Context: an optimization exercise on an open-source flow, tuned for small area. The choices shown serve that exercise and are no tape-out recipe.
At most, simulation tests tie the RTL to the original design; equivalence was not proved.
For run 1, only the layout was checked, not whether the RTL still works.
Power and IR drop assume default switching activity.

--- design/flow/design.v ---
module debounce(btn,clk,btn_pulse);
    input btn,clk;
    output reg btn_pulse;
    reg [12:0] M;
    always @(posedge clk) begin
        if (btn == btn_pulse) begin
            M <= 0;
        end
        else if (M == 13'hd82 || M == 13'h1fff) begin
            M <= 0;
            btn_pulse <= btn;
        end
        else begin
            M <= {M[11:0], ~(M[12] ^ M[3] ^ M[2] ^ M[0])};
        end
    end
endmodule
module rand_gen (clk,sw7,out,scan);
    input clk,sw7;
    output [6:0] out;
    output [2:0] scan;
    reg [22:0] R;
    reg sw7d;
    wire s1 = R[0] ^ R[1];
    wire c2 = R[0] | R[1];
    wire s3 = R[1] ^ R[2] ^ c2;
    wire c4 = (R[1] & R[2]) | (R[1] & c2) | (R[2] & c2);
    wire s5 = R[2] ^ R[3] ^ c4;
    wire c6 = (R[2] & R[3]) | (R[2] & c4) | (R[3] & c4);
    wire s7 = s3 ^ s5;
    wire c8 = s3 & s5;
    wire s9 = R[3] ^ R[4] ^ c6;
    wire c10 = (R[3] & R[4]) | (R[3] & c6) | (R[4] & c6);
    wire s11 = c8 ^ s9;
    wire c12 = c8 & s9;
    wire s13 = R[4] ^ R[5] ^ c10;
    wire c14 = (R[4] & R[5]) | (R[4] & c10) | (R[5] & c10);
    wire s15 = c12 ^ s13;
    wire c16 = c12 & s13;
    wire s17 = R[5] ^ R[6];
    wire c18 = R[5] | R[6];
    wire s19 = c14 ^ c16 ^ ~s17;
    wire c20 = (c14 & c16) | (c14 & ~s17) | (c16 & ~s17);
    wire s21 = R[6] ^ R[7];
    wire c22 = R[6] | R[7];
    wire s23 = c18 ^ c20 ^ ~s21;
    wire c24 = (c18 & c20) | (c18 & ~s21) | (c20 & ~s21);
    wire s25 = R[7] ^ R[8] ^ c22;
    wire c26 = (R[7] & R[8]) | (R[7] & c22) | (R[8] & c22);
    wire s27 = c24 ^ s25;
    wire c28 = c24 & s25;
    wire s29 = R[8] ^ R[9];
    wire c30 = R[8] | R[9];
    wire s31 = c26 ^ c28 ^ ~s29;
    wire c32 = (c26 & c28) | (c26 & ~s29) | (c28 & ~s29);
    wire s33 = R[9] ^ R[10] ^ c30;
    wire c34 = (R[9] & R[10]) | (R[9] & c30) | (R[10] & c30);
    wire s35 = c32 ^ s33;
    wire c36 = c32 | s33;
    wire s37 = R[0] ^ s35;
    wire c38 = ~(R[0] | s35);
    wire s39 = R[10] ^ R[11];
    wire c40 = R[10] | R[11];
    wire s41 = c34 ^ c36 ^ c38;
    wire c42 = (c34 & c36) | (c34 & c38) | (c36 & c38);
    wire s43 = ~R[1] ^ ~s39 ^ s41;
    wire c44 = (~R[1] & ~s39) | (~R[1] & s41) | (~s39 & s41);
    wire s45 = R[11] ^ R[12];
    wire c46 = R[11] | R[12];
    wire s47 = c40 ^ c42 ^ c44;
    wire c48 = (c40 & c42) | (c40 & c44) | (c42 & c44);
    wire s49 = ~R[2] ^ ~s45 ^ s47;
    wire c50 = (~R[2] & ~s45) | (~R[2] & s47) | (~s45 & s47);
    wire s51 = R[12] ^ R[13] ^ c46;
    wire c52 = (R[12] & R[13]) | (R[12] & c46) | (R[13] & c46);
    wire s53 = c48 ^ c50 ^ s51;
    wire c54 = (c48 & c50) | (c48 & s51) | (c50 & s51);
    wire s55 = R[3] ^ s53;
    wire c56 = ~R[3] & s53;
    wire s57 = R[13] ^ R[14] ^ c52;
    wire c58 = (R[13] & R[14]) | (R[13] & c52) | (R[14] & c52);
    wire s59 = c54 ^ c56 ^ s57;
    wire c60 = (c54 & c56) | (c54 & s57) | (c56 & s57);
    wire s61 = ~R[0] ^ ~R[4] ^ s59;
    wire c62 = (~R[0] & ~R[4]) | (~R[0] & s59) | (~R[4] & s59);
    wire s63 = R[14] ^ R[15] ^ c58;
    wire c64 = (R[14] & R[15]) | (R[14] & c58) | (R[15] & c58);
    wire s65 = c60 ^ c62 ^ s63;
    wire c66 = (c60 & c62) | (c60 & s63) | (c62 & s63);
    wire s67 = R[1] ^ R[5];
    wire c68 = R[1] & R[5];
    wire s69 = s65 ^ s67;
    wire c70 = s65 & ~s67;
    wire s71 = R[15] ^ R[16] ^ c64;
    wire c72 = (R[15] & R[16]) | (R[15] & c64) | (R[16] & c64);
    wire s73 = c66 ^ c70 ^ s71;
    wire c74 = (c66 & c70) | (c66 & s71) | (c70 & s71);
    wire s75 = R[0] ^ R[2] ^ R[6];
    wire c76 = (R[0] & R[2]) | (R[0] & R[6]) | (R[2] & R[6]);
    wire s77 = ~c68 ^ s73 ^ ~s75;
    wire c78 = (~c68 & s73) | (~c68 & ~s75) | (s73 & ~s75);
    wire s79 = R[16] ^ R[17];
    wire c80 = R[16] | R[17];
    wire s81 = c72 ^ c74 ^ c78;
    wire c82 = (c72 & c74) | (c72 & c78) | (c74 & c78);
    wire s83 = R[0] ^ R[1] ^ R[3];
    wire c84 = (R[0] & R[1]) | (R[0] & R[3]) | (R[1] & R[3]);
    wire s85 = R[7] ^ c76 ^ s79;
    wire c86 = (R[7] & c76) | (R[7] & s79) | (c76 & s79);
    wire s87 = s81 ^ ~s83 ^ ~s85;
    wire c88 = (s81 & ~s83) | (s81 & ~s85) | (~s83 & ~s85);
    wire s89 = R[17] ^ R[18] ^ c80;
    wire c90 = (R[17] & R[18]) | (R[17] & c80) | (R[18] & c80);
    wire s91 = c82 ^ c88 ^ s89;
    wire c92 = (c82 & c88) | (c82 & s89) | (c88 & s89);
    wire s93 = R[1] ^ R[2] ^ R[4];
    wire c94 = (R[1] & R[2]) | (R[1] & R[4]) | (R[2] & R[4]);
    wire s95 = R[8] ^ c84 ^ c86;
    wire c96 = (R[8] & c84) | (R[8] & c86) | (c84 & c86);
    wire s97 = s93 ^ s95;
    wire c98 = s93 & s95;
    wire s99 = s91 ^ s97;
    wire c100 = s91 & ~s97;
    wire s101 = R[18] ^ R[19] ^ c90;
    wire c102 = (R[18] & R[19]) | (R[18] & c90) | (R[19] & c90);
    wire s103 = c92 ^ c100 ^ s101;
    wire c104 = (c92 & c100) | (c92 & s101) | (c100 & s101);
    wire s105 = R[2] ^ R[3] ^ R[5];
    wire c106 = (R[2] & R[3]) | (R[2] & R[5]) | (R[3] & R[5]);
    wire s107 = R[9] ^ c94 ^ c96;
    wire c108 = (R[9] & c94) | (R[9] & c96) | (c94 & c96);
    wire s109 = c98 ^ s105 ^ s107;
    wire c110 = (c98 & s105) | (c98 & s107) | (s105 & s107);
    wire s111 = s103 ^ s109;
    wire c112 = s103 & ~s109;
    wire s113 = R[19] ^ R[20] ^ c102;
    wire c114 = (R[19] & R[20]) | (R[19] & c102) | (R[20] & c102);
    wire s115 = c104 ^ c112 ^ s113;
    wire c116 = (c104 & c112) | (c104 & s113) | (c112 & s113);
    wire s117 = R[3] ^ R[4] ^ R[6];
    wire c118 = (R[3] & R[4]) | (R[3] & R[6]) | (R[4] & R[6]);
    wire s119 = R[10] ^ c106 ^ c108;
    wire c120 = (R[10] & c106) | (R[10] & c108) | (c106 & c108);
    wire s121 = c110 ^ s117 ^ s119;
    wire c122 = (c110 & s117) | (c110 & s119) | (s117 & s119);
    wire s123 = s115 ^ s121;
    wire c124 = s115 & ~s121;
    wire s125 = R[20] ^ R[21];
    wire c126 = R[20] | R[21];
    wire s127 = c114 ^ c116 ^ c124;
    wire c128 = (c114 & c116) | (c114 & c124) | (c116 & c124);
    wire s129 = R[4] ^ R[5] ^ R[7];
    wire c130 = (R[4] & R[5]) | (R[4] & R[7]) | (R[5] & R[7]);
    wire s131 = R[11] ^ c118 ^ c120;
    wire c132 = (R[11] & c118) | (R[11] & c120) | (c118 & c120);
    wire s133 = c122 ^ s125 ^ s129;
    wire c134 = (c122 & s125) | (c122 & s129) | (s125 & s129);
    wire s135 = s127 ^ ~s131 ^ ~s133;
    wire c136 = (s127 & ~s131) | (s127 & ~s133) | (~s131 & ~s133);
    wire x137 = ~R[5] ^ ~R[6] ^ ~R[8] ^ ~R[12] ^ R[21] ^ R[22] ^ c126 ^ c128 ^ ~c130 ^ ~c132 ^ ~c134 ^ c136;
    wire [22:0] nxt = {~x137, ~s135, s123, s111, s99, ~s87, ~s77, s69, ~s61, s55, ~s49, ~s43, ~s37, ~s31, ~s27, ~s23, ~s19, ~s15, ~s11, ~s7, s3, s1, ~R[0]};
    always @(posedge clk) begin
        sw7d <= sw7;
        if (!sw7d)
            R <= 23'b11111111111111111111111;
        else
            R <= nxt;
    end
    assign out = {~R[22], ~R[21], ~R[20], ~R[19], ~R[18], ~R[17], ~R[16]};
    wire [2:0] s_lo = {~R[2], ~R[1], ~R[0]};
    assign scan = sw7d ? {s_lo[2:1], ~s_lo[0]} : 3'd0;
endmodule
module segment (seg_data,seg_led);
    input [3:0] seg_data;
    output reg [7:0] seg_led;
    always @(*) begin
        case (seg_data)
            4'd0: seg_led = 8'h3f;
            4'd1: seg_led = 8'h06;
            4'd2: seg_led = 8'h5b;
            4'd3: seg_led = 8'h4f;
            4'd4: seg_led = 8'h66;
            4'd5: seg_led = 8'h6d;
            4'd6: seg_led = 8'h7d;
            4'd7: seg_led = 8'h07;
            4'd8: seg_led = 8'h7f;
            4'd9: seg_led = 8'h6f;
            default: seg_led = 8'h00;
        endcase
    end
endmodule
module boom_pro(sw7,start,clk,led,seg,sw_input,row,seg_cat,btn6,buzzer,green,red);
    input sw7,start,clk,btn6;
    input [6:0] sw_input;
    output reg buzzer;
    output [7:0] row,red,green;
    output [7:0] seg_cat;
    output [7:0] seg;
    output [6:0] led;
    function [11:0] tog_at;
        input succ;
        input [6:0] note;
        reg [4:0] c;
        begin
            if (succ) begin
                if (note <= 7'd2) c = 5'd0;
                else if (note <= 7'd4) c = 5'd3;
                else if (note <= 7'd7) c = 5'd6;
                else if (note <= 7'd10) c = 5'd8;
                else if (note <= 7'd12) c = 5'd13;
                else if (note <= 7'd15) c = 5'd16;
                else if (note <= 7'd23) c = 5'd18;
                else if (note <= 7'd31) c = 5'd16;
                else if (note <= 7'd34) c = 5'd1;
                else if (note <= 7'd36) c = 5'd3;
                else if (note <= 7'd39) c = 5'd5;
                else if (note <= 7'd42) c = 5'd9;
                else if (note <= 7'd44) c = 5'd13;
                else if (note <= 7'd47) c = 5'd15;
                else if (note <= 7'd55) c = 5'd19;
                else if (note <= 7'd63) c = 5'd15;
                else if (note <= 7'd66) c = 5'd2;
                else if (note <= 7'd68) c = 5'd4;
                else if (note <= 7'd71) c = 5'd7;
                else if (note <= 7'd74) c = 5'd11;
                else if (note <= 7'd76) c = 5'd14;
                else if (note <= 7'd79) c = 5'd17;
                else if (note <= 7'd95) c = 5'd19;
                else c = 5'd20;
            end else begin
                if (note <= 7'd4) c = 5'd13;
                else if (note <= 7'd9) c = 5'd8;
                else if (note <= 7'd13) c = 5'd6;
                else if (note <= 7'd15) c = 5'd10;
                else if (note <= 7'd17) c = 5'd12;
                else if (note <= 7'd19) c = 5'd10;
                else if (note <= 7'd21) c = 5'd9;
                else if (note <= 7'd23) c = 5'd11;
                else if (note <= 7'd25) c = 5'd9;
                else if (note <= 7'd27) c = 5'd6;
                else if (note <= 7'd29) c = 5'd4;
                else c = 5'd6;
            end
            case (c)
                5'd0: tog_at = 12'd3791;    
                5'd1: tog_at = 12'd3559;    
                5'd2: tog_at = 12'd3175;    
                5'd3: tog_at = 12'd2833;    
                5'd4: tog_at = 12'd2520;    
                5'd5: tog_at = 12'd2385;    
                5'd6: tog_at = 12'd2251;    
                5'd7: tog_at = 12'd2126;    
                5'd8: tog_at = 12'd1885;    
                5'd9: tog_at = 12'd1793;    
                5'd10: tog_at = 12'd1683;    
                5'd11: tog_at = 12'd1577;    
                5'd12: tog_at = 12'd1496;    
                5'd13: tog_at = 12'd1420;    
                5'd14: tog_at = 12'd1251;    
                5'd15: tog_at = 12'd1182;    
                5'd16: tog_at = 12'd1116;    
                5'd17: tog_at = 12'd1053;    
                5'd18: tog_at = 12'd932;    
                5'd19: tog_at = 12'd789;    
                5'd20: tog_at = 12'd709;    
                default: tog_at = 12'd0;
            endcase
        end
    endfunction
    reg  [1:0]  game_state;
    reg  [1:0]  pit;           
    reg         btn6_before;
    reg  [6:0]  password;
    reg  [6:0]  swd;           
    reg  [4:0]  leave_times;
    reg  [1:0]  cs;            
    wire [6:0]  note = {cs, leave_times};
    reg  [5:0]  sech;
    reg  [15:0] secl;          
    reg  [1:0]  sc;            
    reg  [4:0]  dv;            
    reg  [16:0] tcnt;          
    reg  [5:0]  oq;
    reg  [5:0]  orr;
    reg         di;
    reg  [4:0]  fc;            
    wire start_pulse, btn6_pulse;
    wire [6:0] changing_pw;
    debounce debounce1(.btn(start), .clk(clk), .btn_pulse(start_pulse));
    debounce debounce2(.btn(btn6),  .clk(clk), .btn_pulse(btn6_pulse));
    wire [2:0] cnt;            
    rand_gen rand1(.clk(clk), .sw7(sw7), .out(changing_pw), .scan(cnt));
    wire gs0 = game_state == 2'd0;
    wire gs1 = game_state == 2'd1;
    wire gs2 = game_state == 2'd2;
    wire gs3 = game_state == 2'd3;
    wire success = pit == 2'd3;
    wire first3 = gs3 && sc != 2'b11;       
    wire [4:0] udc = swd[6] ? ((swd[4:0] > 5'd30) ? 5'd30 : swd[4:0]) : 5'd20;
    wire last_note = success ? (note >= 7'd112) : (note >= 7'd38);
    wire music_done = gs3 && !first3 && last_note && tcnt[0];    
    wire entry = btn6_pulse && !btn6_before;
    wire timeout = cs == 2'd0 && leave_times == 5'd0;
    always @(posedge clk) begin
        if (!game_state[0])
            swd <= sw_input;
        if (gs0 && start_pulse)
            password <= changing_pw;
        btn6_before <= sw7 && gs2 && btn6_pulse;
    end
    always @(posedge clk) begin
        if (!sw7) begin
            game_state <= 0;
            pit <= 0;
        end
        else begin
            case (game_state)
                2'd0: if (start_pulse) game_state <= 1;
                2'd1: if (cs == 2'd2 && leave_times == 5'd0) game_state <= 2;
                2'd2: begin
                    if (!pit[1]) begin
                        if (entry) begin
                            if (sw_input == password) begin
                                game_state <= 3;
                                pit <= 3;
                            end
                            else
                                pit <= pit + 2'd1;
                        end
                        if (timeout) begin
                            game_state <= 3;
                            if (entry) pit <= (sw_input == password) ? pit : pit + 2'd1;
                        end
                    end
                    else
                        game_state <= 3;
                end
                2'd3: if (music_done) begin
                    game_state <= 0;
                    pit <= 0;
                end
            endcase
        end
    end
    assign led = (gs1 && cs != 2'd0) ? password :
                 (gs2 && cs != 2'd2) ? swd : 7'd0;
    wire [15:0] secl_nx = {secl[14:0], ~(secl[15] ^ secl[14] ^ secl[12] ^ secl[3])};
    wire secl_end = secl == 16'h9487;       
    wire note_end = tcnt == (success ? 17'h0b4e3 : 17'h1a754);    
    wire sec_tick = sech == 6'd19 && secl_end;           
    always @(posedge clk) begin
        if (!sw7) begin
            leave_times <= 0;
            cs <= 0;
            sech <= 0;
            secl <= 0;
        end
        else if (gs1 || gs2) begin
            if (gs1 ? cs == 2'd0 : cs == 2'd2) begin
                leave_times <= gs1 ? 5'd5 : udc;
                cs <= gs1 ? 2'd1 : 2'd3;
            end
            else if (sec_tick) begin
                sech <= 0;
                secl <= 0;
                if (leave_times > 5'd1)
                    leave_times <= leave_times - 5'd1;
                else begin
                    leave_times <= 0;
                    cs <= gs1 ? 2'd2 : 2'd0;
                end
            end
            else begin
                secl <= secl_end ? 16'd0 : secl_nx;
                if (secl_end) sech <= sech + 6'd1;
            end
        end
        else begin
            if (gs3 && !first3) begin
                if (note_end)
                    {cs, leave_times} <= note + 7'd1;
            end
            else begin
                leave_times <= 0;
                cs <= 0;
            end
            if (gs3) begin
                if (first3) begin
                    sech <= 0;
                    secl <= 0;
                end
                else if (secl == 16'd0 && sech == (success ? 6'd40 : 6'd20)) begin
                    sech <= 6'd63;
                    secl <= 16'h9487;
                end
                else begin
                    secl <= secl_end ? 16'd0 : secl_nx;
                    if (secl_end) sech <= sech + 6'd1;
                end
            end
            else begin
                sech <= 0;
                secl <= 0;
            end
        end
    end
    always @(posedge clk) begin
        if (!sw7 || gs3) begin
            sc <= 2'b11;
            dv <= 5'd31;
        end
        else if (sc == 2'b11)
            sc <= 2'b10;
        else begin
            dv <= gs0 ? udc : leave_times - 5'd1;
            sc <= (sc == 2'b10) ? 2'b01 : (sc == 2'b01) ? 2'b10 : 2'b11;
        end
    end
    reg [3:0] tens, units;
    always @(*) begin
        if (dv == 5'd31) begin
            tens = 2; units = 11;
        end
        else if (dv >= 5'd30) begin
            tens = 3; units = 0;
        end
        else if (dv >= 5'd20) begin
            tens = 2; units = dv - 5'd20;
        end
        else if (dv >= 5'd10) begin
            tens = 1; units = dv - 5'd10;
        end
        else begin
            tens = 0; units = dv[3:0];
        end
    end
    wire [7:0] seg_raw;
    segment segment1(.seg_data(sc[0] ? tens : units), .seg_led(seg_raw));
    assign seg = (sc == 2'b11) ? 8'h00 : seg_raw;
    assign seg_cat = {6'b111111, sc};
    wire [11:0] tog = tog_at(success, note);
    wire [16:0] tcnt_nx = {tcnt[15:0], ~(tcnt[16] ^ tcnt[13])};
    wire orr_end = orr == 6'd42;
    wire [5:0] oq_inc = orr_end ? oq + 6'd1 : oq;
    wire [5:0] orr_inc = orr_end ? 6'd0 : orr + 6'd1;
    wire ms_wait = ({1'b0, leave_times} > oq) || ({1'b0, leave_times} == oq && orr < 6'd15);
    always @(posedge clk) begin
        if (!sw7) begin
            buzzer <= 0;
            tcnt <= 0;
            oq <= 0;
            orr <= 0;
            di <= 0;
        end
        else if (gs2) begin
            if (di) begin
                if (!(oq == 6'd22 && orr == 6'd12)) begin       
                    oq <= oq_inc;
                    orr <= orr_inc;
                end
                else begin
                    oq <= 0;
                    orr <= 0;
                    buzzer <= !buzzer;
                end
                if (tcnt != 17'h01469)
                    tcnt <= tcnt_nx;
                else begin
                    buzzer <= 0;
                    oq <= 0;
                    orr <= 0;
                    tcnt <= 0;
                    di <= 0;
                end
            end
            else begin
                if (ms_wait) begin
                    if (tcnt != 17'h015a0)
                        tcnt <= tcnt_nx;
                    else begin
                        tcnt <= 0;
                        oq <= oq_inc;
                        orr <= orr_inc;
                    end
                end
                else begin
                    oq <= 0;
                    orr <= 0;
                    tcnt <= 0;
                    di <= 1;
                end
            end
        end
        else if (gs3) begin
            if (first3) begin
                oq <= 0;
                orr <= 0;
                tcnt <= 0;
                buzzer <= 0;
            end
            else if (!note_end) begin
                tcnt <= tcnt_nx;
                if ({oq, orr} != tog) begin
                    oq <= oq_inc;
                    orr <= orr_inc;
                end
                else begin
                    oq <= 0;
                    orr <= 0;
                    buzzer <= !buzzer;
                end
            end
            else begin
                buzzer <= 0;
                tcnt <= 0;
                oq <= 0;
                orr <= 0;
            end
        end
        else begin
            buzzer <= 0;
            tcnt <= 0;
            oq <= 0;
            orr <= 0;
        end
    end
    assign row = ~(8'd1 << cnt);
    always @(posedge clk) begin
        if (!sw7)
            fc <= 5'd0;
        else if (gs0 || gs1)
            fc <= 5'b10000;
        else if (gs2) begin
            if (leave_times == 5'd0 || leave_times >= 5'd16)
                fc <= 5'b10000;
            else if (leave_times >= 5'd11)
                fc <= fc | 5'b10001;
            else if (leave_times >= 5'd6)
                fc <= fc | 5'b10010;
            else if (leave_times >= 5'd2)
                fc <= fc | 5'b10100;
            else
                fc <= fc | 5'b11000;
        end
        else if (first3)
            fc <= success ? 5'd1 : 5'd11;
        else if (success) begin
            if (sech == 6'd63)
                fc <= 5'd1;
            else if (sech < 6'd18)
                fc <= {1'b0, sech[4:1]} + 5'd1;
            else if (sech >= 6'd20 && sech <= 6'd24 || sech >= 6'd30 && sech <= 6'd34)
                fc <= 5'd10;
            else
                fc <= 5'd0;
        end
        else begin
            if (sech <= 6'd9 || sech == 6'd63) fc <= 5'd11;
            else                               fc <= 5'd12;
        end
    end
    reg [7:0] heart, jia, you, rows;
    always @(*) begin
        case (cnt)
            3'd0: heart = 8'h00; 3'd1: heart = 8'h66; 3'd5: heart = 8'h7e;
            3'd6: heart = 8'h3c; 3'd7: heart = 8'h18; default: heart = 8'hff;
        endcase
        case (cnt)
            3'd1: jia = 8'h40; 3'd2: jia = 8'hf7; 3'd6: jia = 8'h57;
            3'd3, 3'd4, 3'd5: jia = 8'h55; default: jia = 8'h00;
        endcase
        case (cnt)
            3'd0: you = 8'h00; 3'd1: you = 8'hc4; 3'd2: you = 8'h04; 3'd3: you = 8'hdf;
            3'd4: you = 8'h15; 3'd5: you = 8'h1f; 3'd6: you = 8'h55; default: you = 8'h9f;
        endcase
        case (fc[3:0])
            4'd1: rows = 8'b00000011; 4'd2: rows = 8'b00000111; 4'd3: rows = 8'b00001110;
            4'd4: rows = 8'b00011100; 4'd5: rows = 8'b00111000; 4'd6: rows = 8'b01110000;
            4'd7: rows = 8'b11100000; 4'd8: rows = 8'b11000000; 4'd9: rows = 8'b10000000;
            4'd10: rows = 8'b11111111; default: rows = 8'b00000000;
        endcase
    end
    wire bomb_on = !(cnt[2] == 1'b0 && fc[cnt[1:0]]);       
    wire [7:0] bomb = (cnt == 3'd5 || cnt == 3'd6) ? 8'h24 : 8'h18;
    assign red = fc[4] ? (bomb_on ? bomb : 8'h00) :
                 fc[3:0] == 4'd11 ? jia : fc[3:0] == 4'd12 ? you :
                 rows[cnt] ? heart : 8'h00;
    assign green = (fc[4] && !cnt[2] && bomb_on) ? 8'h18 : 8'h00;
endmodule
--- design/flow/run.sh ---
#!/bin/bash
# synth_recipe.tcl (not shown) runs the flow's synth.tcl, then flattens the netlist and writes it again
# the make line also repeats each setting of config.mk as NAME=value (left out here)
make -C /OpenROAD-flow-scripts/flow DESIGN_CONFIG=/design/flow/config.mk WORK_HOME=/design/flow/orfs CLKGATE_MAP_FILE= SYNTH_SCRIPT=/design/flow/synth_recipe.tcl finish
--- design/flow/config.mk ---
export PLATFORM = sky130hd
export DESIGN_NAME = boom_pro
export DESIGN_NICKNAME = boom_pro
export VERILOG_FILES = /design/flow/design.v
export SDC_FILE = /design/flow/constraint.sdc
export NUM_CORES = 4
export LEC_CHECK = 0
export CAP_MARGIN = 20
export CORE_MARGIN = 2
export CORE_UTILIZATION = 70
export CTS_BUF_LIST = sky130_fd_sc_hd__clkbuf_4 sky130_fd_sc_hd__clkbuf_16
export SLEW_MARGIN = 20
--- design/flow/constraint.sdc ---
create_clock -name core_clock -period 20.0 [get_ports {clk}]
set_input_delay 4.0000 -clock core_clock [delete_from_list [all_inputs] [get_ports {clk}]]
set_output_delay 4.0000 -clock core_clock [all_outputs]
set_load 0.01 [all_outputs]
==> results.py, run 1 <==
metrics = {
    "clock_tree": {
        "hold_buffers": 0,
        "cts_sinks": 143,
        "postCtsSetupBuffers": 0,
        "cts_resized": 0,
        "tritoncts": "built",
        "cts-htree-levels": 4,
        "clkTransAtPathRegs_ns": 0.07,
        "cts_root_buf": "clkbuf_16",
        "insertion_delay_ns": 0.44,
        "cts_buffers": 17,
        "clockBufferDepth": 2,
    },
    "floorplan": {
        "io_pins": 59,
        "dieArea_um2": 16700,
        "core_um2": 15300,
        "start_util_pct": 72.1,
        "die_h_um": 129,
        "die-width_um": 129,
        "row_count": 45,
    },
    "yosys": {
        "synth.distinct_cells": 85,
        "synth_flop_cell": "dfxtp_1",
        "synthArstFlopShare_pct": 0,
        "synth_edf_count": 16,
        "postSynthCellCount": 1346,
        "syn_area_um2": 11000,
        "seq_area_frac_synth_pct": 27.5,
        "yosysWarningCount": 4,
        "syn_area_per_cell_um2": 8.18,
        "ys_ff_latch": 143,
    },
    "finish": {
        "antenna_cells": 0,
        "drive_gt1_share_pct": 4.59,
        "layout_common_cells": "127 x nand2_1, 127 x dfxtp_1, 124 x inv_1",
        "fin_nets": 1465,
        "nFillCells": 1049,
        "finish.utilization_pct": 78.7,
        "area_delta_synth_final_pct": 9.09,
        "finish.instance_area_um2": 12000,
    },
    "global_routing": {
        "first_global_vias": 9191,
        "grt_max_degree": 38,
        "met2_usage_pct": 53.8,
        "grt_util_all_layers_pct": 34.1,
        "use_met1_pct": 46.6,
        "grt_pass1_wl_mm": 45.5,
        "busiest_layer": "met2",
        "antenna_found_initial": 0,
        "grt-ovfl-total": 0,
        "grt_use_met3_pct": 5.90,
    },
    "timing": {
        "finalClockSkew_ns": 0.00931,
        "finalHoldViolCount": 0,
        "slew_headroom_pct": 28.2,
        "fin_crit_ns": 15.47,
        "clock.fmax_ghz": 0.0647,
        "min_period_over_period_pct": 77.3,
        "setup_tns_ns": 0,
        "grt_setup_unrepaired": "false",
        "worst_pin_slew_ns": 1.08,
        "drv_slew": 0,
        "setup_viol": 0,
    },
    "placed_design": {
        "gp_congestion": 0.977,
        "dpl_cell_area_um2": 11400,
        "port_buffers": 45,
        "dpl.hpwl_mm": 19.8,
    },
    "route": {
        "route.detailed.drc": 0,
        "ant_nets": 0,
        "drt_wl_total_mm": 27.6,
        "drt_iter0_markers": 1047,
        "vias_per_cell": 6.38,
        "wl_per_cell_um": 17.7,
        "drt-pass1-iter-count": 6,
        "vias": 9969,
    },
    "power": {
        "p_leak_nw": 4.95,
        "vdd_drop_max_uv": 916,
        "p_per_area_nw_per_um2": 188,
        "power.total_mw": 2.25,
    },
    "setup_path": {
        "cp-end-kind": "flop",
        "path_max_fanout": 19,
        "timing.critical_path.mode_cell": "fa_1",
        "max_stage_delay_ns": 0.78,
        "r2r_setup_slack_ns": 4.53,
        "start_kind": "flop",
        "worst_ep_arrival_time_ns": 15.78,
        "required_ns": 20.31,
        "critPathKind": "reg2reg",
        "worst_path_max_delay_cell": "dfxtp_1",
    },
    "min_path": {
        "worstHoldPathType": "reg2reg",
    },
    "run_status": {
        "status": "no timing/DRC/antenna violations",
    },
    "flow_run": {
        "cap_violations": 0,
    },
}
registers in the layout (all words and copies together) (netlist names), 7 cells and up, named ones only:
signal and count:
rand1.R 23, swd 7, tcnt 17, debounce2.M 13
debounce1.M 13, secl 16, password 7
cells by family (layout without fill, tap and decap cells):
family / Yosys count / after routing / share of synthesized area (%)
and+or+nand+nor: 475 / 475 / 21.9
AOI/OAI and AO/OA: 330 / 330 / 20.8
buffers and inverters: 218 / 212 / 8.24
DFF: 143 / 143 / 27.5
adders and majority gates: 116 / 116 / 16.4
xor gates and xnor gates: 48 / 48 / 3.82
muxes: 14 / 14 / 1.28
other: 2 / 13 / 0.0682
metal layers:
metal | vias to the layer above | share of wire (%)
met1 | 4654 | 42
li1 | 4716 | -
met5 | - | 0
met2 | 516 | 46
met3 | 83 | 7.8
met4 | 0 | 3.5
cell usage after synthesis, drive strengths merged, types with 17 or more instances:
master	number	area, um2
dfxtp	127	2540
nand2	127	477
inv	124	465
nor2	95	357
ha	69	863
o21ai	69	345
a21oi	64	320
and2	56	350
clkbuf	55	206
fa	47	941
xnor2	37	324
buf	36	224
nor3	36	180
nand3	31	155
a22oi	24	180
nor4	22	150
nand4	20	125
nor2b	18	113
a211oi	17	133
final cells by class:
cell class / count / area, um2 / share of cell area [%]
Clock buffer: 17 / 425 / 3.54
Clock inverter: 15 / 190 / 1.58
Multi-Input combinational cell: 996 / 7120 / 59.3
Tap cell: 211 / 264 / 2.20
Sequential cell: 143 / 3020 / 25.2
Inverter: 127 / 477 / 3.97
Timing Repair Buffer: 53 / 510 / 4.25
worst max-delay path, delay by kind of cell (launching register included):
family	cells	cell delay [ns]
buf+inv	17	1.28
flops	1	0.78
xor+xnor	4	0.65
simple gates	1	0.06
fa+ha+maj	34	12.55
final timing paths:
path                                      from             end  depth (start not counted)
worst max-delay path                rand1.R[0]     rand1.R[22]                         56
worst min-delay path            debounce2.M[8]  debounce2.M[9]                          1
worst max register to register      rand1.R[0]     rand1.R[22]                         56
worst min register to register  debounce2.M[8]  debounce2.M[9]                          1
report_power, final:
part,switching [mW],internal [mW]
Clock,0.147,0.180
Sequential,0.0620,0.352
Combinational,0.821,0.690
through the flow:
step	hold slack, ns	setup WS (ns)	cells
3_3_place_gp	0.430	5.02	1530
3_5_place_dp	0.435	4.69	1530
6_report	0.450	4.53	1562
2_1_floorplan	0.421	5.44	1357
4_1_cts	0.451	4.47	1562
5_1_grt	0.457	3.79	1562
==> inputs of run 2 (changes only) <==
--- a/design/flow/design.v
+++ b/design/flow/design.v
@@ -5,8 +5,8 @@
     always @(posedge clk) begin
         if (btn == btn_pulse) begin
-            M <= 0;
+            M <= 13'h01cc;
         end
-        else if (M == 13'hd82 || M == 13'h1fff) begin
-            M <= 0;
+        else if (&{M[12:4], M[2:0]}) begin
+            M <= 13'h01cc;
             btn_pulse <= btn;
         end
@@ -455,5 +455,5 @@
         else if (gs2) begin
             if (di) begin
-                if (!(oq == 6'd22 && orr == 6'd12)) begin       
+                if (!(oq[4] && oq[2] && oq[1] && orr[3] && orr[2])) begin       
                     oq <= oq_inc;
                     orr <= orr_inc;
@@ -501,5 +501,5 @@
             else if (!note_end) begin
                 tcnt <= tcnt_nx;
-                if ({oq, orr} != tog) begin
+                if ((~{oq, orr} & tog) != 12'd0) begin    
                     oq <= oq_inc;
                     orr <= orr_inc;
--- a/design/flow/config.mk
+++ b/design/flow/config.mk
@@ -9,4 +9,4 @@
 export CORE_MARGIN = 2
 export CORE_UTILIZATION = 70
-export CTS_BUF_LIST = sky130_fd_sc_hd__clkbuf_4 sky130_fd_sc_hd__clkbuf_16
+export CTS_BUF_LIST = sky130_fd_sc_hd__clkbuf_8
 export SLEW_MARGIN = 20
==> run 2 against run 1 <==
Clock skew rose by 0.0037 ns. Setup slack worse by 0.062 ns. Sequential cell count did not move. Via count decreased by 8.6%. Global-route usage is 2.2 points lower. First-iteration DRC count decreased by 15%. Register-to-register slack got worse by 0.06 ns. Area after synthesis shrank 5.3%. Critical endpoint unchanged. Largest power group unchanged.
==> results.py, run 2 <==
metrics = {
    "run_status": {
        "status": "no timing/DRC/antenna violations",
    },
    "route": {
        "route.detailed.drc": 0,
        "drt_wl_total_mm": 24.6,
        "vias": 9116,
        "vias_per_cell": 6.21,
        "drt-pass1-iter-count": 5,
        "wl_per_cell_um": 16.8,
        "ant_nets": 0,
        "drt_iter0_markers": 888,
    },
    "clock_tree": {
        "tritoncts": "built",
        "cts_resized": 0,
        "insertion_delay_ns": 0.47,
        "cts_sinks": 143,
        "clkTransAtPathRegs_ns": 0.09,
        "postCtsSetupBuffers": 0,
        "cts-htree-levels": 4,
        "cts_root_buf": "clkbuf_8",
        "cts_buffers": 17,
        "hold_buffers": 0,
        "clockBufferDepth": 2,
    },
    "yosys": {
        "yosys.area.top_type": "dfxtp_1",
        "synth_flop_cell": "dfxtp_1",
        "synthArstFlopShare_pct": 0,
        "syn_area_um2": 10400,
        "syn_area_per_cell_um2": 8.24,
        "yosysWarningCount": 4,
        "ys_ff_latch": 143,
        "synth_most_common_cell": "dfxtp_1",
        "yosys.area.top_type_share_pct": 24.4,
        "seq_area_frac_synth_pct": 29.0,
        "netlist_top_cells_count": "127 x dfxtp_1, 121 x inv_1, 109 x nand2_1",
        "netlist_top_cells_area": "dfxtp_1 24%, fa_1 9.0%, ha_1 8.0%",
        "postSynthCellCount": 1265,
        "synth.distinct_cells": 85,
        "synth_edf_count": 16,
    },
    "floorplan": {
        "die-width_um": 126,
        "row_count": 44,
        "die_h_um": 126,
        "dieArea_um2": 15900,
        "io_pins": 59,
        "start_util_pct": 71.7,
        "core_um2": 14500,
    },
    "setup_path": {
        "worst_path_max_delay_cell": "dfxtp_1",
        "regToRegStartpoint": "rand1.R[0]",
        "cp-end-kind": "flop",
        "r2r_setup_slack_ns": 4.47,
        "max_stage_delay_ns": 0.81,
        "required_ns": 20.35,
        "timing.rr.end": "rand1.R[22]",
        "worst_ep_arrival_time_ns": 15.88,
        "cp-startpoint": "rand1.R[0]",
        "start_kind": "flop",
        "ff2ff_path_depth": 56,
        "crit_end": "rand1.R[22]",
        "path_max_fanout": 18,
        "critPathKind": "reg2reg",
        "timing.critical_path.mode_cell": "fa_1",
    },
    "global_routing": {
        "antenna_found_initial": 0,
        "grt_util_all_layers_pct": 31.8,
        "first_global_vias": 8759,
        "grt-ovfl-total": 0,
        "grt_max_degree": 37,
        "grt_pass1_wl_mm": 41.8,
    },
    "finish": {
        "top_register": "rand1.R",
        "layout_common_cells": "127 x dfxtp_1, 121 x inv_1, 109 x nand2_1",
        "finish.instance_area_um2": 11300,
        "final_common_cell": "dfxtp_1",
        "area_delta_synth_final_pct": 7.92,
        "finish.utilization_pct": 77.4,
        "antenna_cells": 0,
        "multi_input_area_um2": 6600,
        "largest_registers": "rand1.R x23, tcnt x17, secl x16",
        "regArea_um2": 3020,
        "finalNonFillerCells": 1467,
        "drive_gt1_share_pct": 4.60,
        "nFillCells": 1047,
        "largest_reg_flops": 23,
        "fin_nets": 1395,
    },
    "power": {
        "pwr-share-comb_pct": 70.5,
        "p_sw_mw": 1.08,
        "vdd_drop_max_uv": 474,
        "swShare_pct": 47.4,
        "p_seq_share_pct": 18.6,
        "p_leak_nw": 4.59,
        "clkPwrFrac_pct": 10.8,
        "p_per_area_nw_per_um2": 203,
        "intPower_mw": 1.20,
    },
    "min_path": {
        "worstHoldPathType": "reg2reg",
    },
    "placed_design": {
        "dp_cells": 1435,
        "dpl.hpwl_mm": 17.8,
        "port_buffers": 45,
        "gp_congestion": 0.954,
        "dp_worst_setup_slack_ns": 4.46,
        "dpl_cell_area_um2": 10800,
    },
    "timing": {
        "min_period_over_period_pct": 77.6,
        "setup_tns_ns": 0,
        "drv_slew": 0,
        "worst_pin_slew_ns": 1.03,
        "finalClockSkew_ns": 0.0130,
        "clock.fmax_ghz": 0.0644,
        "finalHoldViolCount": 0,
        "setup_ws_ns": 4.47,
        "grt_setup_unrepaired": "false",
        "slew_headroom_pct": 31.3,
        "setup_viol": 0,
        "fin_crit_ns": 15.53,
    },
    "flow_run": {
        "cap_violations": 0,
    },
}
[run 2: power by group through the flow]
stage / Combinational [mW] / Clock [mW] / Sequential, mW
3_5_place_dp: 1.60 / 0 / 0.429
4_1_cts: 1.61 / 0.250 / 0.423
3_3_place_gp: 1.47 / 0 / 0.427
2_1_floorplan: 1.25 / 0 / 0.396
5_1_grt: 1.85 / 0.263 / 0.433
6_report: 1.61 / 0.248 / 0.425
[run 2: layer usage]
metal / vias up / global-route usage (%) / routed length [um]
met5: - / 0 / 0
met4: 0 / 12.6 / 614
met3: 50 / 7.01 / 1970
met2: 447 / 49.9 / 11500
met1: 4215 / 43.3 / 10500
li1: 4404 / - / -
[run 2: cell type report]
cell class | instances | share of cell area (%)
multi-input combinational | 932 | 58.7
sequential | 143 | 26.9
timing repair buffer | 52 | 4.47
inverter | 124 | 4.14
clock buffer | 17 | 2.08
tap | 184 | 2.05
clock inverter | 15 | 1.73
[run 2: worst max-delay path, delay by kind of cell, from the launching register on]
kind	cells	cell delay [ns]
adders and majority gates	34	12.50
and+or+nand+nor	1	0.07
buffers and inverters	17	1.36
xor gates and xnor gates	4	0.67
DFF	1	0.81
[run 2: logic make-up after synthesis]
group | Yosys count | synth area share [%]
buf+inv | 201 | 8.09
flops | 143 | 29.0
simple gates | 443 | 21.4
compound gates | 309 | 19.7
mux | 15 | 1.49
fa+ha+maj | 114 | 17.1
xor+xnor | 38 | 3.19
other cells | 2 | 0.0720
[run 2: how the worst min path moves through the flow]
stage	start	end	slack, ns	cells after the start
after CTS	debounce1.M[1]	debounce1.M[2]	0.45	1
after detailed placement	debounce1.M[5]	debounce1.M[6]	0.43	1
final	debounce1.M[1]	debounce1.M[2]	0.45	1
after global placement	debounce1.M[1]	debounce1.M[2]	0.42	1
after global routing	debounce1.M[1]	debounce1.M[2]	0.48	1
after floorplan	debounce1.M[5]	debounce1.M[6]	0.41	1
[run 2: metrics by stage]
stage	hold slack (ns)	power [mW]
floorplan	0.411	1.64
finish	0.451	2.28
CTS	0.453	2.29
detailed placement	0.430	2.03
global route	0.482	2.54
global placement	0.418	1.90
==> inputs of run 3 (changes only) <==
==> design/flow/flow/run.sh (new file) <==
#!/bin/bash
# The standard layout (the standard.sh: ORFS synthesis to final layout)
# with two changes: the port buffers that global placement inserts are
# buf_1 cells, and clock tree synthesis builds a clkbuf_8 root with clkbuf_4
# leaf buffers and no dummy loads.
set -euo pipefail
export BUFFER_PORTS_ARGS="-buffer_cell sky130_fd_sc_hd__buf_1"
export CTS_ARGS="-sink_clustering_enable -repair_clock_nets -dont_use_dummy_load -buf_list sky130_fd_sc_hd__clkbuf_8 -root_buf sky130_fd_sc_hd__clkbuf_8"
bash standard.sh > standard.log 2>&1
==> design/flow/standard.sh (new file) <==
#!/bin/bash
# synth_recipe.tcl (not shown) runs the flow's synth.tcl, then flattens the netlist and writes it again
# the make line also repeats each setting of config.mk as NAME=value (left out here)
make -C /OpenROAD-flow-scripts/flow DESIGN_CONFIG=/design/flow/config.mk WORK_HOME=/design/flow/orfs CLKGATE_MAP_FILE= SYNTH_SCRIPT=/design/flow/synth_recipe.tcl "${@:-finish}"
--- a/design/flow/config.mk
+++ b/design/flow/config.mk
@@ -9,4 +9,3 @@
 export CORE_MARGIN = 2
 export CORE_UTILIZATION = 70
-export CTS_BUF_LIST = sky130_fd_sc_hd__clkbuf_8
 export SLEW_MARGIN = 20
removed: design/flow/run.sh
==> run 3 against run 2 <==
Highest routed layer unchanged. Largest power group unchanged. Sequential share of layout area increased by 1.2 points. Clock skew increased by 0.022 ns. Critical path depth unchanged. Still clean. Clock-buffer cell count is the same. First-iteration DRC count down 8.6%. Combinational power down 6%.
==> results.py, run 3 <==
metrics = {
    "clock_tree": {
        "clkTransAtPathRegs_ns": 0.07,
        "cts_root_buf": "clkbuf_8",
        "cts_resized": 0,
        "cts_buffers": 17,
        "clockBufferDepth": 2,
        "hold_buffers": 0,
        "tritoncts": "built",
        "cts-htree-levels": 4,
        "cts_sinks": 143,
        "postCtsSetupBuffers": 0,
        "insertion_delay_ns": 0.47,
    },
    "floorplan": {
        "dieArea_um2": 15900,
        "die-width_um": 126,
        "start_util_pct": 71.7,
        "io_pins": 59,
        "core_um2": 14500,
        "die_h_um": 126,
        "row_count": 44,
    },
    "power": {
        "pwr-share-comb_pct": 72.0,
        "p_sw_mw": 1.00,
        "clkPwrFrac_pct": 8.1,
        "p_seq_share_pct": 20.0,
        "vdd_drop_max_uv": 318,
        "swShare_pct": 47.3,
        "intPower_mw": 1.12,
        "p_per_area_nw_per_um2": 197,
        "p_leak_nw": 4.39,
        "power.total_mw": 2.12,
    },
    "route": {
        "vias": 9114,
        "drt_iter0_markers": 812,
        "vias_per_cell": 6.27,
        "route.detailed.drc": 0,
        "drt_wl_total_mm": 24.0,
        "ant_nets": 0,
        "drt-pass1-iter-count": 5,
        "wl_per_cell_um": 16.5,
    },
    "yosys": {
        "synth.distinct_cells": 85,
        "synth_most_common_cell": "dfxtp_1",
        "syn_area_um2": 10400,
        "seq_area_frac_synth_pct": 29.0,
        "yosysWarningCount": 4,
        "ys_ff_latch": 143,
        "synth_flop_cell": "dfxtp_1",
        "yosys.area.top_type_share_pct": 24.4,
        "postSynthCellCount": 1265,
        "synthArstFlopShare_pct": 0,
        "netlist_top_cells_count": "127 x dfxtp_1, 121 x inv_1, 109 x nand2_1",
        "netlist_top_cells_area": "dfxtp_1 24%, fa_1 9.0%, ha_1 8.0%",
        "syn_area_per_cell_um2": 8.24,
        "synth_edf_count": 16,
        "yosys.area.top_type": "dfxtp_1",
    },
    "timing": {
        "setup_tns_ns": 0,
        "slew_headroom_pct": 31.2,
        "setup_viol": 0,
        "min_period_over_period_pct": 77.7,
        "finalHoldViolCount": 0,
        "clock.fmax_ghz": 0.0643,
        "worst_pin_slew_ns": 1.03,
        "drv_slew": 0,
        "finalClockSkew_ns": 0.0352,
        "fin_crit_ns": 15.55,
        "hold_slack_ns": 0.443,
        "grt_setup_unrepaired": "false",
    },
    "run_status": {
        "status": "no timing/DRC/antenna violations",
    },
    "global_routing": {
        "grt-ovfl-total": 0,
        "grt_pass1_wl_mm": 40.8,
        "first_global_vias": 8467,
        "antenna_found_initial": 0,
        "grt_max_degree": 37,
        "grt_util_all_layers_pct": 31.0,
    },
    "setup_path": {
        "r2r_setup_slack_ns": 4.45,
        "required_ns": 20.32,
        "critPathKind": "reg2reg",
        "max_stage_delay_ns": 0.81,
        "cp-end-kind": "flop",
        "worst_path_max_delay_cell": "dfxtp_1",
        "path_max_fanout": 18,
        "worst_ep_arrival_time_ns": 15.87,
        "timing.critical_path.mode_cell": "fa_1",
        "start_kind": "flop",
    },
    "finish": {
        "antenna_cells": 0,
        "largest_reg_flops": 23,
        "layout_common_cells": "127 x dfxtp_1, 121 x inv_1, 109 x nand2_1",
        "finish.instance_area_um2": 10800,
        "drive_gt1_share_pct": 3.55,
        "area_delta_synth_final_pct": 3.42,
        "final_common_cell": "dfxtp_1",
        "fin_nets": 1396,
        "nFillCells": 1177,
        "top_register": "rand1.R",
        "largest_registers": "rand1.R x23, tcnt x17, secl x16",
    },
    "placed_design": {
        "dpl_cell_area_um2": 10500,
        "gp_congestion": 0.926,
        "dpl.hpwl_mm": 17.5,
        "port_buffers": 45,
    },
    "min_path": {
        "worstHoldPathType": "reg2reg",
    },
    "flow_run": {
        "cap_violations": 0,
    },
}
## run 3: cell types whose count changed in the layout (fill, tap and decap cells not counted), sizes merged
cell / before / now
buf: 7 / 53
bufinv: 2 / 0
clkdlybuf4s50: 45 / 0
clkinv: 7 / 2
inv: 130 / 122
## run 3: layer usage
layer | track usage [%] | wire length [um] | vias up
li1 | - | - | 4384
met1 | 43.7 | 10800 | 4257
met2 | 48.1 | 11000 | 407
met3 | 5.56 | 1650 | 66
met4 | 11.4 | 582 | 0
met5 | 0 | 0 | -
## run 3: path summary, 6_finish.rpt
check             startpoint          end  cells after the start
setup / recovery  rand1.R[0]  rand1.R[22]                     56
setup reg to reg  rand1.R[0]  rand1.R[22]                     56
hold / removal         sc[1]        sc[1]                      1
hold reg to reg        sc[1]        sc[1]                      1
## run 3: cell type report
cell class / instances / area (um2) / area share (%)
Timing Repair Buffer: 53 / 229 / 2.12
Multi-Input combinational cell: 932 / 6600 / 61.2
Clock buffer: 17 / 234 / 2.17
Tap cell: 184 / 230 / 2.14
Sequential cell: 143 / 3020 / 28.0
Inverter: 124 / 465 / 4.32
## run 3: worst max-delay path: cells and delay by family, from the launching register on
kind,cells,cell delay [ns]
XOR/XNOR,4,0.67
AND/OR/NAND/NOR,1,0.06
adder cells (fa/ha/maj),34,12.45
buffers and inverters,17,1.42
flip-flops,1,0.81
## run 3: through the flow
step           std cells  utilization [%]  worst slack [ns]
2_1_floorplan       1276                -              5.58
3_3_place_gp        1436             72.6              4.79
3_5_place_dp        1436             72.6              4.47
4_1_cts             1453             74.2              4.41
5_1_grt             1453             74.2              3.71
6_report            1453             74.2              4.45
## run 3: power by group through the flow
stage          Clock, mW  Combinational (mW)  Sequential [mW]
2_1_floorplan          0                1.25            0.396
3_3_place_gp           0                1.45            0.425
3_5_place_dp           0                1.51            0.427
4_1_cts            0.173                1.54            0.422
5_1_grt            0.182                1.78            0.432
6_report           0.171                1.52            0.423
## run 3: logic make-up (layout without fill, tap and decap cells)
family                   after synthesis  count (layout)  synth area share (%)
AND/OR/NAND/NOR                      443             443                  21.4
AO/OA/AOI/OAI                        309             309                  19.7
buffers and inverters                201             194                  8.09
flip-flops                           143             143                  29.0
adder cells (fa/ha/maj)              114             114                  17.1
XOR/XNOR                              38              38                  3.19
multiplexers                          15              15                  1.49
other                                  2              13                0.0720
==> inputs of run 4 (changes only) <==
--- a/design/flow/design.v
+++ b/design/flow/design.v
@@ -528,5 +528,5 @@
     always @(posedge clk) begin
         if (!sw7)
-            fc <= 5'd0;
+            fc <= 5'd9;
         else if (gs0 || gs1)
             fc <= 5'b10000;
@@ -544,14 +544,14 @@
         end
         else if (first3)
-            fc <= success ? 5'd1 : 5'd11;
+            fc <= success ? 5'd0 : 5'd11;
         else if (success) begin
             if (sech == 6'd63)
-                fc <= 5'd1;
+                fc <= 5'd0;
             else if (sech < 6'd18)
-                fc <= {1'b0, sech[4:1]} + 5'd1;
+                fc <= {1'b0, sech[4:1]};
             else if (sech >= 6'd20 && sech <= 6'd24 || sech >= 6'd30 && sech <= 6'd34)
                 fc <= 5'd10;
             else
-                fc <= 5'd0;
+                fc <= 5'd9;
         end
         else begin
@@ -575,7 +575,7 @@
         endcase
         case (fc[3:0])
-            4'd1: rows = 8'b00000011; 4'd2: rows = 8'b00000111; 4'd3: rows = 8'b00001110;
-            4'd4: rows = 8'b00011100; 4'd5: rows = 8'b00111000; 4'd6: rows = 8'b01110000;
-            4'd7: rows = 8'b11100000; 4'd8: rows = 8'b11000000; 4'd9: rows = 8'b10000000;
+            4'd0: rows = 8'b00000011; 4'd1: rows = 8'b00000111; 4'd2: rows = 8'b00001110;
+            4'd3: rows = 8'b00011100; 4'd4: rows = 8'b00111000; 4'd5: rows = 8'b01110000;
+            4'd6: rows = 8'b11100000; 4'd7: rows = 8'b11000000; 4'd8: rows = 8'b10000000;
             4'd10: rows = 8'b11111111; default: rows = 8'b00000000;
         endcase
--- a/design/flow/flow/run.sh
+++ b/design/flow/flow/run.sh
@@ -2,6 +2,7 @@
 # The standard layout (the standard.sh: ORFS synthesis to final layout)
 # with two changes: the port buffers that global placement inserts are
-# buf_1 cells, and clock tree synthesis builds a clkbuf_8 root with clkbuf_4
-# leaf buffers and no dummy loads.
+# buf_1 cells, and clock tree synthesis uses clkbuf_8 cells (root and leaf
+# buffers) and no dummy loads. standard.sh's output goes to standard.log;
+# ORFS keeps each step's log under orfs/logs.
 set -euo pipefail
 export BUFFER_PORTS_ARGS="-buffer_cell sky130_fd_sc_hd__buf_1"
==> run 4 against run 3 <==
First-iteration DRC count rose by 3.9%. Via count decreased by 3.1%. Area after synthesis grew 0.13%. Sequential share of layout area grew 0.14 points. Sequential power is 1% higher. Fmax grew 0.84%. Clock-buffer cell count is the same. Critical path type unchanged. Die area rose by 0.13%. Largest power group unchanged. Sequential cell count unchanged. Combinational power barely moved. Total power decreased by 0.81%.
==> results.py, run 4 <==
metrics = {
    "setup_path": {
        "critPathKind": "reg2reg",
        "cp-end-kind": "flop",
        "worst_path_max_delay_cell": "dfxtp_1",
        "timing.critical_path.mode_cell": "fa_1",
        "start_kind": "flop",
        "max_stage_delay_ns": 0.70,
        "worst_ep_arrival_time_ns": 15.76,
        "critPathBufInv": 17,
        "required_ns": 20.34,
        "crit_family": "adder cells",
        "path_max_fanout": 15,
    },
    "route": {
        "wl_per_cell_um": 16.4,
        "drt_iter0_markers": 844,
        "drt_wl_total_mm": 23.3,
        "vias": 8827,
        "route.detailed.drc": 0,
        "ant_nets": 0,
        "vias_per_cell": 6.22,
        "drt-pass1-iter-count": 6,
    },
    "power": {
        "p_leak_nw": 4.41,
        "p_per_area_nw_per_um2": 196,
        "vdd_drop_max_uv": 338,
    },
    "clock_tree": {
        "tritoncts": "built",
        "clkTransAtPathRegs_ns": 0.08,
        "hold_buffers": 0,
        "cts_buffers": 17,
        "cts_root_buf": "clkbuf_8",
        "cts_sinks": 143,
        "clockBufferDepth": 2,
        "postCtsSetupBuffers": 0,
        "cts_resized": 0,
        "insertion_delay_ns": 0.46,
        "cts-htree-levels": 4,
    },
    "global_routing": {
        "grt_max_degree": 36,
        "grt_util_all_layers_pct": 30.4,
        "grt_pass1_wl_mm": 40.3,
        "grt-ovfl-total": 0,
        "first_global_vias": 8342,
        "antenna_found_initial": 0,
    },
    "floorplan": {
        "core_um2": 14500,
        "die-width_um": 126,
        "dieArea_um2": 15900,
        "die_h_um": 126,
        "row_count": 44,
        "start_util_pct": 71.8,
        "io_pins": 59,
    },
    "finish": {
        "top_register": "rand1.R",
        "layout_common_cells": "127 x dfxtp_1, 117 x nand2_1, 110 x inv_1",
        "final_common_cell": "dfxtp_1",
        "drive_gt1_share_pct": 4.62,
        "largest_registers": "rand1.R x23, tcnt x17, secl x16",
        "fin_nets": 1355,
        "area_delta_synth_final_pct": 2.78,
        "antenna_cells": 0,
        "largest_reg_flops": 23,
        "finalNonFillerCells": 1419,
    },
    "placed_design": {
        "dp_cells": 1402,
        "dpl.hpwl_mm": 17.3,
        "port_buffers": 45,
        "gp_congestion": 0.955,
    },
    "yosys": {
        "yosysWarningCount": 4,
        "yosys.area.top_type": "dfxtp_1",
        "seq_area_frac_synth_pct": 29.0,
        "yosys.area.top_type_share_pct": 24.4,
        "ys_ff_latch": 143,
        "syn_area_per_cell_um2": 8.43,
        "synth_edf_count": 16,
        "postSynthCellCount": 1239,
        "synth_flop_cell": "dfxtp_1",
        "syn_area_um2": 10400,
        "netlist_top_cells_area": "dfxtp_1 24%, fa_1 9.0%, ha_1 7.2%",
        "synth_most_common_cell": "dfxtp_1",
        "synth.distinct_cells": 92,
        "netlist_top_cells_count": "127 x dfxtp_1, 117 x nand2_1, 110 x inv_1",
        "synthArstFlopShare_pct": 0,
    },
    "timing": {
        "finalHoldViolCount": 0,
        "hold_slack_ns": 0.441,
        "drv_slew": 0,
        "clock.fmax_ghz": 0.0649,
        "setup_viol": 0,
        "grt_setup_unrepaired": "false",
        "finalClockSkew_ns": 0.0333,
        "worst_pin_slew_ns": 0.982,
        "fin_crit_ns": 15.42,
        "setup_tns_ns": 0,
        "slew_headroom_pct": 32.9,
        "min_period_over_period_pct": 77.1,
    },
    "run_status": {
        "status": "no timing/DRC/antenna violations",
    },
    "flow_run": {
        "cap_violations": 0,
    },
    "min_path": {
        "worstHoldPathType": "reg2reg",
    },
}
==> run 4: cell types whose count changed after synthesis, moves of 7 or more <==
cell,delta
inv_1,-11
a21oi_1,-26
o21a_1,-7
buf_2,-7
nand2_1,+8
a31oi_1,+10
nor2b_1,+7
nor3_1,-10
nor2_1,-17
ha_1,-7
nor4_1,+9
==> run 4: logic make-up after synthesis <==
| logic type | count (synthesis) | share of synthesized area [%] |
|---|---|---|
| flops | 143 | 29.0 |
| fa+ha+maj | 107 | 16.2 |
| mux | 15 | 1.51 |
| buf+inv | 197 | 8.31 |
| xor+xnor | 44 | 3.69 |
| simple gates | 446 | 21.9 |
| other cells | 2 | 0.0719 |
| compound gates | 285 | 19.3 |
==> run 4: worst paths after layout <==
path / start / endpoint / slack [ns] / cells after the start
worst min-delay path: sc[1] / sc[1] / 0.44 / 1
worst max-delay path: rand1.R[1] / rand1.R[22] / 4.58 / 56
worst max register to register: rand1.R[1] / rand1.R[22] / 4.58 / 56
worst min register to register: sc[1] / sc[1] / 0.44 / 1
==> run 4: per-layer routing <==
metal | up-vias | GRT usage, % | share of wire (%)
met5 | - | 0 | 0
met4 | 0 | 9.37 | 2.1
met3 | 45 | 4.72 | 5.1
met2 | 292 | 50.1 | 48
met1 | 4191 | 41.4 | 45
li1 | 4299 | - | -
==> run 4: report_power, final <==
part	leakage (nW)	internal [mW]	total, mW	switching, mW
Sequential	1.20	0.356	0.429	0.0726
Clock	0.122	0.0748	0.170	0.0955
Combinational	3.09	0.680	1.50	0.823
==> run 4: layout make-up <==
type	instances	area, um2
clock buffers	17	234
flip-flops and latches	143	3020
repair buffers	52	221
well taps	184	230
fillers	1157	3800
inverters	113	424
multi-input cells	910	6600
==> run 4: per-stage QoR <==
stage                     util (%)  setup slack (ns)  cell area [um2]  total power, mW
after floorplan                  -              5.57            10500             1.64
after global placement        72.2              4.95            10500             1.85
after detailed placement      72.2              4.54            10500             1.94
after CTS                     73.8              4.53            10700             2.12
after global routing          73.8              3.70            10700             2.36
final                         73.8              4.58            10700             2.10
==> run 4: worst reg2reg max path, delay by kind of cell, from the launching register on <==
family        cells  cell delay (ns)
fa+ha+maj        34            12.47
simple gates      1             0.06
flops             1             0.70
buf+inv          17             1.43
xor+xnor          4             0.64
==> inputs of run 5 (changes only) <==
--- a/design/flow/design.v
+++ b/design/flow/design.v
@@ -439,94 +439,45 @@
     assign seg = (sc == 2'b11) ? 8'h00 : seg_raw;
     assign seg_cat = {6'b111111, sc};
-    wire [11:0] tog = tog_at(success, note);
+    wire [11:0] tog = tog_at(gs3 ? success : 1'b1, gs3 ? note : 7'd11);
+    wire hit = (~{oq, orr} & tog) == 12'd0;
     wire [16:0] tcnt_nx = {tcnt[15:0], ~(tcnt[16] ^ tcnt[13])};
+    wire t999 = tcnt == 17'h015a0;
+    wire tend_di = tcnt == 17'h01469;
     wire orr_end = orr == 6'd42;
     wire [5:0] oq_inc = orr_end ? oq + 6'd1 : oq;
     wire [5:0] orr_inc = orr_end ? 6'd0 : orr + 6'd1;
     wire ms_wait = ({1'b0, leave_times} > oq) || ({1'b0, leave_times} == oq && orr < 6'd15);
+    wire play = gs3 && !first3 && !note_end;           
+    wire beep = gs2 && di;                             
+    wire one_clr = !(gs2 || gs3) || (beep && (hit || tend_di)) || (gs2 && !di && !ms_wait) ||
+                   (gs3 && !play) || (play && hit);
+    wire one_inc = beep || (gs2 && t999) || play;
+    wire tcnt_clr = !(gs2 || gs3) || (beep && tend_di) || (gs2 && !di && (!ms_wait || t999)) || (gs3 && !play);
     always @(posedge clk) begin
-        if (!sw7) begin
-            buzzer <= 0;
-            tcnt <= 0;
+        if (!sw7 || one_clr) begin
             oq <= 0;
             orr <= 0;
-            di <= 0;
         end
-        else if (gs2) begin
-            if (di) begin
-                if (!(oq[4] && oq[2] && oq[1] && orr[3] && orr[2])) begin       
-                    oq <= oq_inc;
-                    orr <= orr_inc;
-                end
-                else begin
-                    oq <= 0;
-                    orr <= 0;
-                    buzzer <= !buzzer;
-                end
-                if (tcnt != 17'h01469)
-                    tcnt <= tcnt_nx;
-                else begin
-                    buzzer <= 0;
-                    oq <= 0;
-                    orr <= 0;
-                    tcnt <= 0;
-                    di <= 0;
-                end
-            end
-            else begin
-                if (ms_wait) begin
-                    if (tcnt != 17'h015a0)
-                        tcnt <= tcnt_nx;
-                    else begin
-                        tcnt <= 0;
-                        oq <= oq_inc;
-                        orr <= orr_inc;
-                    end
-                end
-                else begin
-                    oq <= 0;
-                    orr <= 0;
-                    tcnt <= 0;
-                    di <= 1;
-                end
-            end
+        else if (one_inc) begin
+            oq <= oq_inc;
+            orr <= orr_inc;
         end
-        else if (gs3) begin
-            if (first3) begin
-                oq <= 0;
-                orr <= 0;
-                tcnt <= 0;
-                buzzer <= 0;
-            end
-            else if (!note_end) begin
-                tcnt <= tcnt_nx;
-                if ((~{oq, orr} & tog) != 12'd0) begin    
-                    oq <= oq_inc;
-                    orr <= orr_inc;
-                end
-                else begin
-                    oq <= 0;
-                    orr <= 0;
-                    buzzer <= !buzzer;
-                end
-            end
-            else begin
-                buzzer <= 0;
-                tcnt <= 0;
-                oq <= 0;
-                orr <= 0;
-            end
-        end
-        else begin
-            buzzer <= 0;
+        if (!sw7 || tcnt_clr)
             tcnt <= 0;
-            oq <= 0;
-            orr <= 0;
-        end
+        else
+            tcnt <= tcnt_nx;
+        if (!sw7 || !(gs2 || gs3) || (beep && tend_di) || (gs3 && !play))
+            buzzer <= 0;
+        else if ((beep || play) && hit)
+            buzzer <= !buzzer;
+        if (!sw7 || (beep && tend_di))
+            di <= 0;
+        else if (gs2 && !di && !ms_wait)
+            di <= 1;
     end
     assign row = ~(8'd1 << cnt);
     always @(posedge clk) begin
         if (!sw7)
-            fc <= 5'd9;
+            fc <= 5'd0;
         else if (gs0 || gs1)
             fc <= 5'b10000;
@@ -544,14 +495,14 @@
         end
         else if (first3)
-            fc <= success ? 5'd0 : 5'd11;
+            fc <= success ? 5'd1 : 5'd11;
         else if (success) begin
             if (sech == 6'd63)
-                fc <= 5'd0;
+                fc <= 5'd1;
             else if (sech < 6'd18)
-                fc <= {1'b0, sech[4:1]};
+                fc <= {1'b0, sech[4:1]} + 5'd1;
             else if (sech >= 6'd20 && sech <= 6'd24 || sech >= 6'd30 && sech <= 6'd34)
                 fc <= 5'd10;
             else
-                fc <= 5'd9;
+                fc <= 5'd0;
         end
         else begin
@@ -575,7 +526,7 @@
         endcase
         case (fc[3:0])
-            4'd0: rows = 8'b00000011; 4'd1: rows = 8'b00000111; 4'd2: rows = 8'b00001110;
-            4'd3: rows = 8'b00011100; 4'd4: rows = 8'b00111000; 4'd5: rows = 8'b01110000;
-            4'd6: rows = 8'b11100000; 4'd7: rows = 8'b11000000; 4'd8: rows = 8'b10000000;
+            4'd1: rows = 8'b00000011; 4'd2: rows = 8'b00000111; 4'd3: rows = 8'b00001110;
+            4'd4: rows = 8'b00011100; 4'd5: rows = 8'b00111000; 4'd6: rows = 8'b01110000;
+            4'd7: rows = 8'b11100000; 4'd8: rows = 8'b11000000; 4'd9: rows = 8'b10000000;
             4'd10: rows = 8'b11111111; default: rows = 8'b00000000;
         endcase
--- a/design/flow/flow/run.sh
+++ b/design/flow/flow/run.sh
@@ -7,4 +7,4 @@
 set -euo pipefail
 export BUFFER_PORTS_ARGS="-buffer_cell sky130_fd_sc_hd__buf_1"
-export CTS_ARGS="-sink_clustering_enable -repair_clock_nets -dont_use_dummy_load -buf_list sky130_fd_sc_hd__clkbuf_8 -root_buf sky130_fd_sc_hd__clkbuf_8"
+export CTS_ARGS="-sink_clustering_enable -repair_clock_nets -dont_use_dummy_load -buf_list sky130_fd_sc_hd__clkbuf_8 -root_buf sky130_fd_sc_hd__clkbuf_8 -sink_clustering_size 20 -sink_clustering_max_diameter 100"
 bash standard.sh > standard.log 2>&1
==> run 5 against run 4 <==
Combinational power shrank 7%. Clock power is essentially flat. Register-to-register slack gained 0.17 ns. Non-clock buffer count grew 6. Die area grew 0.93%. Sequential power shrank 4%. Sequential share of layout area shrank 0.40 points. Area after synthesis grew 0.96%.
==> results.py, run 5 <==
metrics = {
    "setup_path": {
        "critPathBufInv": 17,
        "ff2ff_path_depth": 56,
        "r2r_setup_slack_ns": 4.75,
        "cp-end-kind": "flop",
        "start_kind": "flop",
        "crit_family": "adder cells",
        "timing.rr.end": "rand1.R[22]",
        "max_stage_delay_ns": 0.76,
        "required_ns": 20.33,
        "cp-startpoint": "rand1.R[1]",
        "path_max_fanout": 19,
        "critPathKind": "reg2reg",
        "timing.critical_path.mode_cell": "fa_1",
        "worst_ep_arrival_time_ns": 15.58,
    },
    "min_path": {
        "whs_path_depth": 1,
        "worstHoldPathType": "reg2reg",
        "hold_end": "sc[1]",
        "hold_start": "sc[1]",
    },
    "yosys": {
        "synth_edf_count": 16,
        "syn_area_um2": 10500,
        "synth_flop_cell": "dfxtp_1",
        "syn_area_per_cell_um2": 8.29,
        "synthArstFlopShare_pct": 0,
        "yosys.area.top_type_share_pct": 24.1,
        "netlist_top_cells_area": "dfxtp_1 24%, fa_1 8.9%, ha_1 8.0%",
        "seq_area_frac_synth_pct": 28.7,
        "synth_most_common_cell": "dfxtp_1",
        "synthXorXnorAreaFrac_pct": 3.82,
        "ys_ff_latch": 143,
        "synth_compound_area_share_pct": 19.4,
        "yosys.area.top_type": "dfxtp_1",
        "synth.distinct_cells": 83,
        "synth_top_family_by_area": "simple AND/OR/NAND/NOR gates",
        "netlist_top_cells_count": "127 x dfxtp_1, 114 x inv_1, 111 x nand2_1",
        "synth-simple-area-share_pct": 22.1,
        "synthMuxAreaShare_pct": 0.962,
        "postSynthCellCount": 1272,
    },
    "timing": {
        "worst_pin_slew_ns": 0.950,
        "drv_slew": 0,
        "finalHoldViolCount": 0,
        "finalClockSkew_ns": 0.0251,
        "setup_viol": 0,
        "clock.fmax_ghz": 0.0656,
        "min_period_over_period_pct": 76.2,
        "fin_crit_ns": 15.25,
        "setup_ws_ns": 4.75,
        "setup_tns_ns": 0,
        "grt_setup_unrepaired": "false",
    },
    "clock_tree": {
        "postCtsSetupBuffers": 0,
        "hold_buffers": 0,
        "tritoncts": "built",
        "cts_sinks": 143,
        "cts_buffers": 17,
        "insertion_delay_ns": 0.47,
        "cts_root_buf": "clkbuf_8",
        "cts-htree-levels": 4,
        "clockBufferDepth": 2,
        "clkTransAtPathRegs_ns": 0.07,
        "cts_resized": 0,
    },
    "power": {
        "p_seq_share_pct": 20.9,
        "p_per_area_nw_per_um2": 182,
        "intPower_mw": 1.06,
        "p_leak_nw": 4.47,
        "p_sw_mw": 0.920,
        "pwr-share-comb_pct": 70.5,
        "clkPwrFrac_pct": 8.6,
        "swShare_pct": 46.5,
    },
    "route": {
        "dr_wl_met2_mm": 11.4,
        "drt-pass1-iter-count": 7,
        "route.detailed.drc": 0,
        "vias": 8987,
        "wl_met1_mm": 10.7,
        "route.top_layer_used": "met4",
        "wl_per_cell_um": 16.5,
        "drt_iter0_markers": 843,
        "wl_met3_mm": 1.53,
        "vias_per_cell": 6.17,
    },
    "finish": {
        "top_register": "rand1.R",
        "largest_registers": "rand1.R x23, tcnt x17, secl x16",
        "layout_common_cells": "127 x dfxtp_1, 114 x inv_1, 111 x nand2_1",
        "largest_reg_flops": 23,
        "antenna_cells": 0,
        "area_delta_synth_final_pct": 3.26,
        "drive_gt1_share_pct": 4.25,
        "fin_nets": 1399,
    },
    "placed_design": {
        "port_buffers": 45,
        "dp_worst_setup_slack_ns": 4.73,
        "dpl.hpwl_mm": 17.8,
    },
    "global_routing": {
        "antenna_found_initial": 0,
        "grt-ovfl-total": 0,
        "grt_pass1_wl_mm": 40.9,
        "grt_util_all_layers_pct": 31.0,
        "first_global_vias": 8377,
        "grt_max_degree": 40,
    },
    "floorplan": {
        "row_count": 44,
        "core_um2": 14600,
        "io_pins": 59,
        "start_util_pct": 72.0,
        "die-width_um": 127,
        "dieArea_um2": 16100,
    },
    "flow_run": {
        "cap_violations": 0,
    },
    "run_status": {
        "status": "no timing/DRC/antenna violations",
    },
}
run 5: power by group through the flow:
stage	logic, mW	clock network (mW)	registers [mW]
after detailed placement	1.41	0	0.418
final	1.40	0.170	0.413
after CTS	1.41	0.173	0.412
after global routing	1.64	0.184	0.421
after floorplan	1.15	0	0.394
after global placement	1.34	0	0.416
run 5: how the worst max path moves through the flow:
stage / end / slack, ns / depth (start not counted)
after detailed placement: rand1.R[22] / 4.73 / 56
after global placement: rand1.R[22] / 5.07 / 56
final: rand1.R[22] / 4.75 / 56
after CTS: rand1.R[22] / 4.70 / 56
after floorplan: rand1.R[22] / 5.62 / 57
after global routing: rand1.R[22] / 3.99 / 56
run 5: metal layers:
layer  vias to the layer above  track usage [%]
met5                         -                0
met4                         0             8.73
met3                        44             5.48
met2                       325             50.6
met1                      4231             43.0
li1                       4387                -
run 5: logic make-up (layout without fill, tap and decap cells):
kind of cell / after synthesis / after routing
AO/OA/AOI/OAI: 298 / 298
AND/OR/NAND/NOR: 458 / 458
flip-flops: 143 / 143
buffers and inverters: 201 / 190
XOR/XNOR: 46 / 46
multiplexers: 10 / 10
adder cells (fa/ha/maj): 114 / 114
other: 2 / 13
run 5: final cells by class:
class / instances / area (um2)
timing repair buffer: 58 / 267
clock buffer: 17 / 234
tap: 184 / 230
multi-input combinational: 939 / 6700
inverter: 115 / 432
fill: 1157 / 3760
sequential: 143 / 3020
run 5: through the flow:
stage          utilization [%]  instances  power (mW)  hold WS [ns]  instance area (um2)
2_1_floorplan                -       1283        1.54         0.411                10600
3_3_place_gp              72.7       1439        1.75         0.416                10600
3_5_place_dp              72.7       1439        1.82         0.425                10600
4_1_cts                   74.3       1456        2.00         0.439                10900
5_1_grt                   74.3       1456        2.24         0.453                10900
6_report                  74.3       1456        1.98         0.431                10900

Setup slack of run 5, layout unchanged: 4.754 ns with ideal ports, 4.754 ns with driving cells assumed (clock clkbuf_16, inputs buf_2), 4.754 ns with port delays also shifted by the 0.494 ns mid clock arrival.
